What follows belongs to an exercise in optimizing a design on an open flow for small area; a production flow would make more cautious choices.
Only simulation tests tie the RTL to the original design; equivalence was not proved.

== v18 ==
==> module FFT, before the edit <==
module FFT(
input clk,
input rst_n,
input in_valid,
input signed [11:0] din_r,
input signed [11:0] din_i,
output out_valid,
output signed [15:0] dout_r,
output signed [15:0] dout_i
);
reg [31:0] R [0:31];       
reg [7:0]  t;              
reg        ov;             
reg        osel;           
wire run = in_valid | (t != 8'd0);
wire [7:0] tn = t + 8'd1;
always @(posedge clk or negedge rst_n) begin
	if (!rst_n) begin
		t    <= 8'd0;
		ov   <= 1'b0;
		osel <= 1'b0;
	end else begin
		if (run && t != 8'd160) t <= tn;
		ov   <= (t >= 8'd106 && t < 8'd122) || (t >= 8'd139 && t < 8'd155);
		osel <= (t < 8'd122) ? t[0] : !t[0];
	end
end
assign out_valid = ov;
assign dout_r = osel ? R[27][31:16] : R[10][31:16];
assign dout_i = osel ? R[27][15:0]  : R[10][15:0];
function [15:0] radd(input [15:0] a, input [15:0] b, input ci);
	integer j;
	reg c;
	begin
		c = ci;
		for (j = 0; j < 16; j = j + 1) begin
			radd[j] = a[j] ^ b[j] ^ c;
			c = (a[j] & b[j]) | (a[j] & c) | (b[j] & c);
		end
	end
endfunction
function [31:0] cadd(input [31:0] a, input [31:0] b);
	cadd = {radd(a[31:16], b[31:16], 1'b0), radd(a[15:0], b[15:0], 1'b0)};
endfunction
function [31:0] csub(input [31:0] a, input [31:0] b);
	csub = {radd(a[31:16], ~b[31:16], 1'b1), radd(a[15:0], ~b[15:0], 1'b1)};
endfunction
function [15:0] nadd(input [15:0] a, input [15:0] b, input ci, input [4:0] w);
	integer j;
	reg c;
	begin
		c = ci;
		for (j = 0; j < 16; j = j + 1) begin
			if (j < w) begin
				nadd[j] = a[j] ^ b[j] ^ c;
				c = (a[j] & b[j]) | (a[j] & c) | (b[j] & c);
			end else
				nadd[j] = nadd[w - 1];
		end
	end
endfunction
function [31:0] nsum(input [31:0] a, input [31:0] b, input [4:0] w);
	nsum = {nadd(a[31:16], b[31:16], 1'b0, w), nadd(a[15:0], b[15:0], 1'b0, w)};
endfunction
function [31:0] ndif(input [31:0] a, input [31:0] b, input [4:0] w);
	ndif = {nadd(a[31:16], ~b[31:16], 1'b1, w), nadd(a[15:0], ~b[15:0], 1'b1, w)};
endfunction
wire [31:0] din = {{4{din_r[11]}}, din_r, {4{din_i[11]}}, din_i};
wire w_s1  = (t < 8'd32);
wire w2    = (t >= 8'd24) && (t < 8'd56);
wire w3    = (t >= 8'd52) && (t < 8'd84);
wire w4    = (t >= 8'd56) && (t < 8'd88);
wire w5    = (t >= 8'd58) && (t < 8'd90);
wire wB    = (t >= 8'd90) && (t < 8'd122);
wire [3:0] u90 = t[3:0] + 4'd6;     
wire s1_in = (t < 8'd16);
wire s1_bf = w_s1 && t[4];
wire bf2  = w2 && !t[3];
wire bf3  = w3 && !t[2];
wire bf4  = w4 && t[1];
wire w84  = w5 && (t[1:0] == 2'd1);
wire bf5  = w5 && t[0];
wire exB  = wB && u90[1] && !u90[3];
wire [31:0] d1 = ndif(R[15], din, 5'd13);
wire [31:0] d2 = ndif(R[31], R[23], 5'd15);
wire [31:0] d3 = csub(R[23], R[19]);
wire m1 = w_s1;
wire m2 = !m1 && (t < 8'd56);
wire m3 = !m1 && !m2;
wire [31:0] mz = ({32{m1}} & d1) | ({32{m2}} & d2) | ({32{m3}} & d3);
wire [3:0]  mk = m1 ? t[3:0] : (m2 ? {t[2:0], 1'b0} : {t[1:0], 2'b00});
wire [31:0] mo;
Twiddle TW(.k(mk), .z(mz), .o(mo));
wire [31:0] c1 = nsum(R[15], din, 5'd13);
wire [31:0] c2 = nsum(R[31], R[23], 5'd15);
wire [31:0] c3 = cadd(R[23], R[19]);
wire [31:0] fw3 = bf3 ? c3 : R[23];
wire [31:0] d4 = csub(R[25], fw3);
wire [31:0] c4 = cadd(R[25], fw3);
wire p4 = !bf4 && !w84;
wire [31:0] fw4 = ({32{bf4}} & c4) | ({32{w84}} & {R[25][15:0], radd(~R[25][31:16], 16'd0, 1'b1)}) | ({32{p4}} & R[25]);
wire [31:0] d5 = csub(R[26], fw4);
wire [31:0] c5 = cadd(R[26], fw4);
wire s0_mo = s1_bf;
wire s0_c2 = !s1_in && !s1_bf && bf2;
wire s0_p  = !s1_in && !s1_bf && !bf2;
wire s20_p = !bf3 && !exB;
wire s24_d = !bf2 && bf4;
wire s24_p = !bf2 && !bf4;
wire s26_p = !bf5 && !exB;
integer i;
always @(posedge clk) begin
	for (i = 1; i < 32; i = i + 1) R[i] <= R[i-1];
	R[0]  <= ({32{s1_in}} & din) | ({32{s0_mo}} & mo) | ({32{s0_c2}} & c2) | ({32{s0_p}} & R[31]);
	R[16] <= s1_bf ? c1 : R[15];
	R[20] <= ({32{bf3}} & mo) | ({32{exB}} & R[25]) | ({32{s20_p}} & R[19]);
	R[24] <= ({32{bf2}} & mo) | ({32{s24_d}} & d4) | ({32{s24_p}} & fw3);
	R[26] <= ({32{bf5}} & d5) | ({32{exB}} & R[19]) | ({32{s26_p}} & fw4);
	R[27] <= bf5 ? c5 : R[26];
end
endmodule
==> flow/config.mk <==
export PLATFORM = sky130hd
export DESIGN_NAME = FFT
export DESIGN_NICKNAME = FFT
export VERILOG_FILES = /design/flow/design.v
export SDC_FILE = /design/flow/constraint.sdc
export NUM_CORES = 4
export LEC_CHECK = 0
export ABC_AREA = 1
export CAP_MARGIN = 10
export CORE_MARGIN = 2
export CORE_UTILIZATION = 40
export CTS_BUF_LIST = sky130_fd_sc_hd__clkbuf_16
export CTS_CLUSTER_DIAMETER = 100
export CTS_CLUSTER_SIZE = 30
export SLEW_MARGIN = 10
==> flow/constraint.sdc <==
create_clock -name core_clock -period 36.0 [get_ports {clk}]
set_input_delay 7.2000 -clock core_clock [delete_from_list [all_inputs] [get_ports {clk}]]
set_output_delay 7.2000 -clock core_clock [all_outputs]
set_load 0.01 [all_outputs]
standard.sh (not shown) runs the stock make flow with config.mk's settings and CLKGATE_MAP_FILE= SYNTH_SCRIPT=/design/flow/synth_recipe.tcl, a recipe that flattens the netlist after the stock synthesis.
==> flow/flow/run.sh <==
#!/bin/bash
# The standard layout (standard.sh), with these changes:
# - synthesis: Yosys's early ABC pass (in synth's "fine" step) is skipped (SYNTH_ARGS=-noabc), so
#   the full adders written in the RTL reach extract_fa in their own polarity; the final ABC
#   mapping uses flow/area.abc (area-oriented amap mapping) through flow/synth_wrap.tcl, which otherwise
#   runs synth_recipe.tcl unchanged, so the registers and their names are the standard ones.
# - every port still gets its own buffer, but the smallest one (buf_1).
set -euo pipefail
here=$(pwd)
bash standard.sh SYNTH_ARGS=-noabc \
  "BUFFER_PORTS_ARGS=-buffer_cell sky130_fd_sc_hd__buf_1" \
  SYNTH_SCRIPT="$here/flow/synth_wrap.tcl" \
  FLOW_SYNTH_TCL="$here/synth_recipe.tcl" \
  AREA_ABC_SCRIPT="$here/flow/area.abc" \
  finish > flow_make.log 2>&1
==> flow/flow/area.abc <==
strash
dch -f
amap
topo
dnsize -c
==> flow/flow/synth_wrap.tcl <==
# The standard flow's synthesis script (synth_recipe.tcl, which sources ORFS's synth.tcl) with one change:
# the final ABC technology mapping runs flow/area.abc, an area-oriented mapping script (amap), in place of
# ORFS's abc_area.script. Everything else (passes, flattening, renaming, registers) is unchanged.
proc abc {args} {
  set i [lsearch $args -script]
  if {$i >= 0} { set args [lreplace $args $i [expr {$i + 1}] -script $::env(AREA_ABC_SCRIPT)] }
  yosys abc {*}$args
}
source $::env(FLOW_SYNTH_TCL)
Modified inputs, v33 compared to v18
--- a/flow/design.v
+++ b/flow/design.v
@@ -81,26 +81,23 @@
 wire w84  = w5 && (t[1:0] == 2'd1);
 wire bf5  = w5 && t[0];
 wire exB  = wB && u90[1] && !u90[3];
-wire [31:0] d1 = ndif(R[15], din, 5'd13);
-wire [31:0] d2 = ndif(R[31], R[23], 5'd15);
-wire [31:0] d3 = csub(R[23], R[19]);
 wire m1 = w_s1;
 wire m2 = !m1 && (t < 8'd56);
 wire m3 = !m1 && !m2;
-wire [31:0] mz = ({32{m1}} & d1) | ({32{m2}} & d2) | ({32{m3}} & d3);
+wire [31:0] mx = ({32{m1}} & R[15]) | ({32{m2}} & R[31]) | ({32{m3}} & R[23]);
+wire [31:0] my = ({32{m1}} & din)   | ({32{m2}} & R[23]) | ({32{m3}} & R[19]);
+wire [31:0] mz = csub(mx, my);
 wire [3:0]  mk = m1 ? t[3:0] : (m2 ? {t[2:0], 1'b0} : {t[1:0], 2'b00});
 wire [31:0] mo;
 Twiddle TW(.k(mk), .z(mz), .o(mo));
-wire [31:0] c1 = nsum(R[15], din, 5'd13);
-wire [31:0] c2 = nsum(R[31], R[23], 5'd15);
-wire [31:0] c3 = cadd(R[23], R[19]);
-wire [31:0] fw3 = bf3 ? c3 : R[23];
+wire [31:0] ms = cadd(mx, my);
+wire [31:0] fw3 = bf3 ? ms : R[23];
 wire [31:0] d4 = csub(R[25], fw3);
 wire [31:0] c4 = cadd(R[25], fw3);
 wire p4 = !bf4 && !w84;
-wire [31:0] fw4 = ({32{bf4}} & c4) | ({32{w84}} & {R[25][15:0], radd(~R[25][31:16], 16'd0, 1'b1)}) | ({32{p4}} & R[25]);
-wire [31:0] d5 = csub(R[26], fw4);
-wire [31:0] c5 = cadd(R[26], fw4);
+wire [31:0] fw4 = ({32{bf4}} & c4) | ({32{w84}} & {R[25][15:0], ~R[25][31:16]}) | ({32{p4}} & R[25]);
+wire [31:0] d5 = {radd(R[26][31:16], ~fw4[31:16], 1'b1), radd(R[26][15:0], ~fw4[15:0], !w84)};
+wire [31:0] c5 = {radd(R[26][31:16], fw4[31:16], 1'b0), radd(R[26][15:0], fw4[15:0], w84)};
 wire s0_mo = s1_bf;
 wire s0_c2 = !s1_in && !s1_bf && bf2;
 wire s0_p  = !s1_in && !s1_bf && !bf2;
@@ -111,8 +108,8 @@
 integer i;
 always @(posedge clk) begin
 	for (i = 1; i < 32; i = i + 1) R[i] <= R[i-1];
-	R[0]  <= ({32{s1_in}} & din) | ({32{s0_mo}} & mo) | ({32{s0_c2}} & c2) | ({32{s0_p}} & R[31]);
-	R[16] <= s1_bf ? c1 : R[15];
+	R[0]  <= ({32{s1_in}} & din) | ({32{s0_mo}} & mo) | ({32{s0_c2}} & ms) | ({32{s0_p}} & R[31]);
+	R[16] <= s1_bf ? ms : R[15];
 	R[20] <= ({32{bf3}} & mo) | ({32{exB}} & R[25]) | ({32{s20_p}} & R[19]);
 	R[24] <= ({32{bf2}} & mo) | ({32{s24_d}} & d4) | ({32{s24_p}} & fw3);
 	R[26] <= ({32{bf5}} & d5) | ({32{exB}} & R[19]) | ({32{s26_p}} & fw4);
## What came out
Comparing v18 and v33, the higher met3 routing resource usage after global routing is on v18. Taking v18 as the reference, in v33 maximum clock rate decreased by 1.3% relative to the old numbers; die area decreased by about 5% relative to the old numbers; total of flip-flops plus latches after synthesis level. The number of ordinary inverters in the final layout in v33 was lower than what v18 gave. Looking at vertical extent of the die, v33 sits 8.0 um lower than v18 does. v33 vs. v18: xor/xnor cell area share of the yosys netlist shows no meaningful change; number of vias per cell increased 0.20; synthesized cell count now sits lower. v18 -> v33: critical path depth increased by a little under 10%.

## static timing again, ports no longer ideal
Ports are ideal in the flow. The routed layouts listed here were re-timed in OpenROAD. Step 1: set_driving_cell puts a clkbuf_16 on clk and a buf_2 on each other input, an assumption about the parent block. Step 2 also shifts input and output timing later by t, the mid clock arrival at the registers, as if the neighbouring blocks saw the same clock. Three values: no drivers, after step 1, after step 2; two values: the first two.
| run | t, ns | slack for setup (ns) | hold slack, ns | clock arrival spread, ns | worst register clock-pin slew, ns |
|---|---|---|---|---|---|
| v18 | 0.683 | 14.039 / 14.083 / 13.400 | 0.325 / 0.325 / 0.325 | 0.031 / 0.031 | 0.12 / 0.12 |
| v33 | 0.699 | 13.755 / 13.776 / 13.078 | 0.313 / 0.313 / 0.313 | 0.029 / 0.029 | 0.12 / 0.12 |
After both steps every run listed still meets setup and hold. The setup slack of v33, which loses most, moves by +0.021 ns with the drivers and by -0.677 ns with both steps.
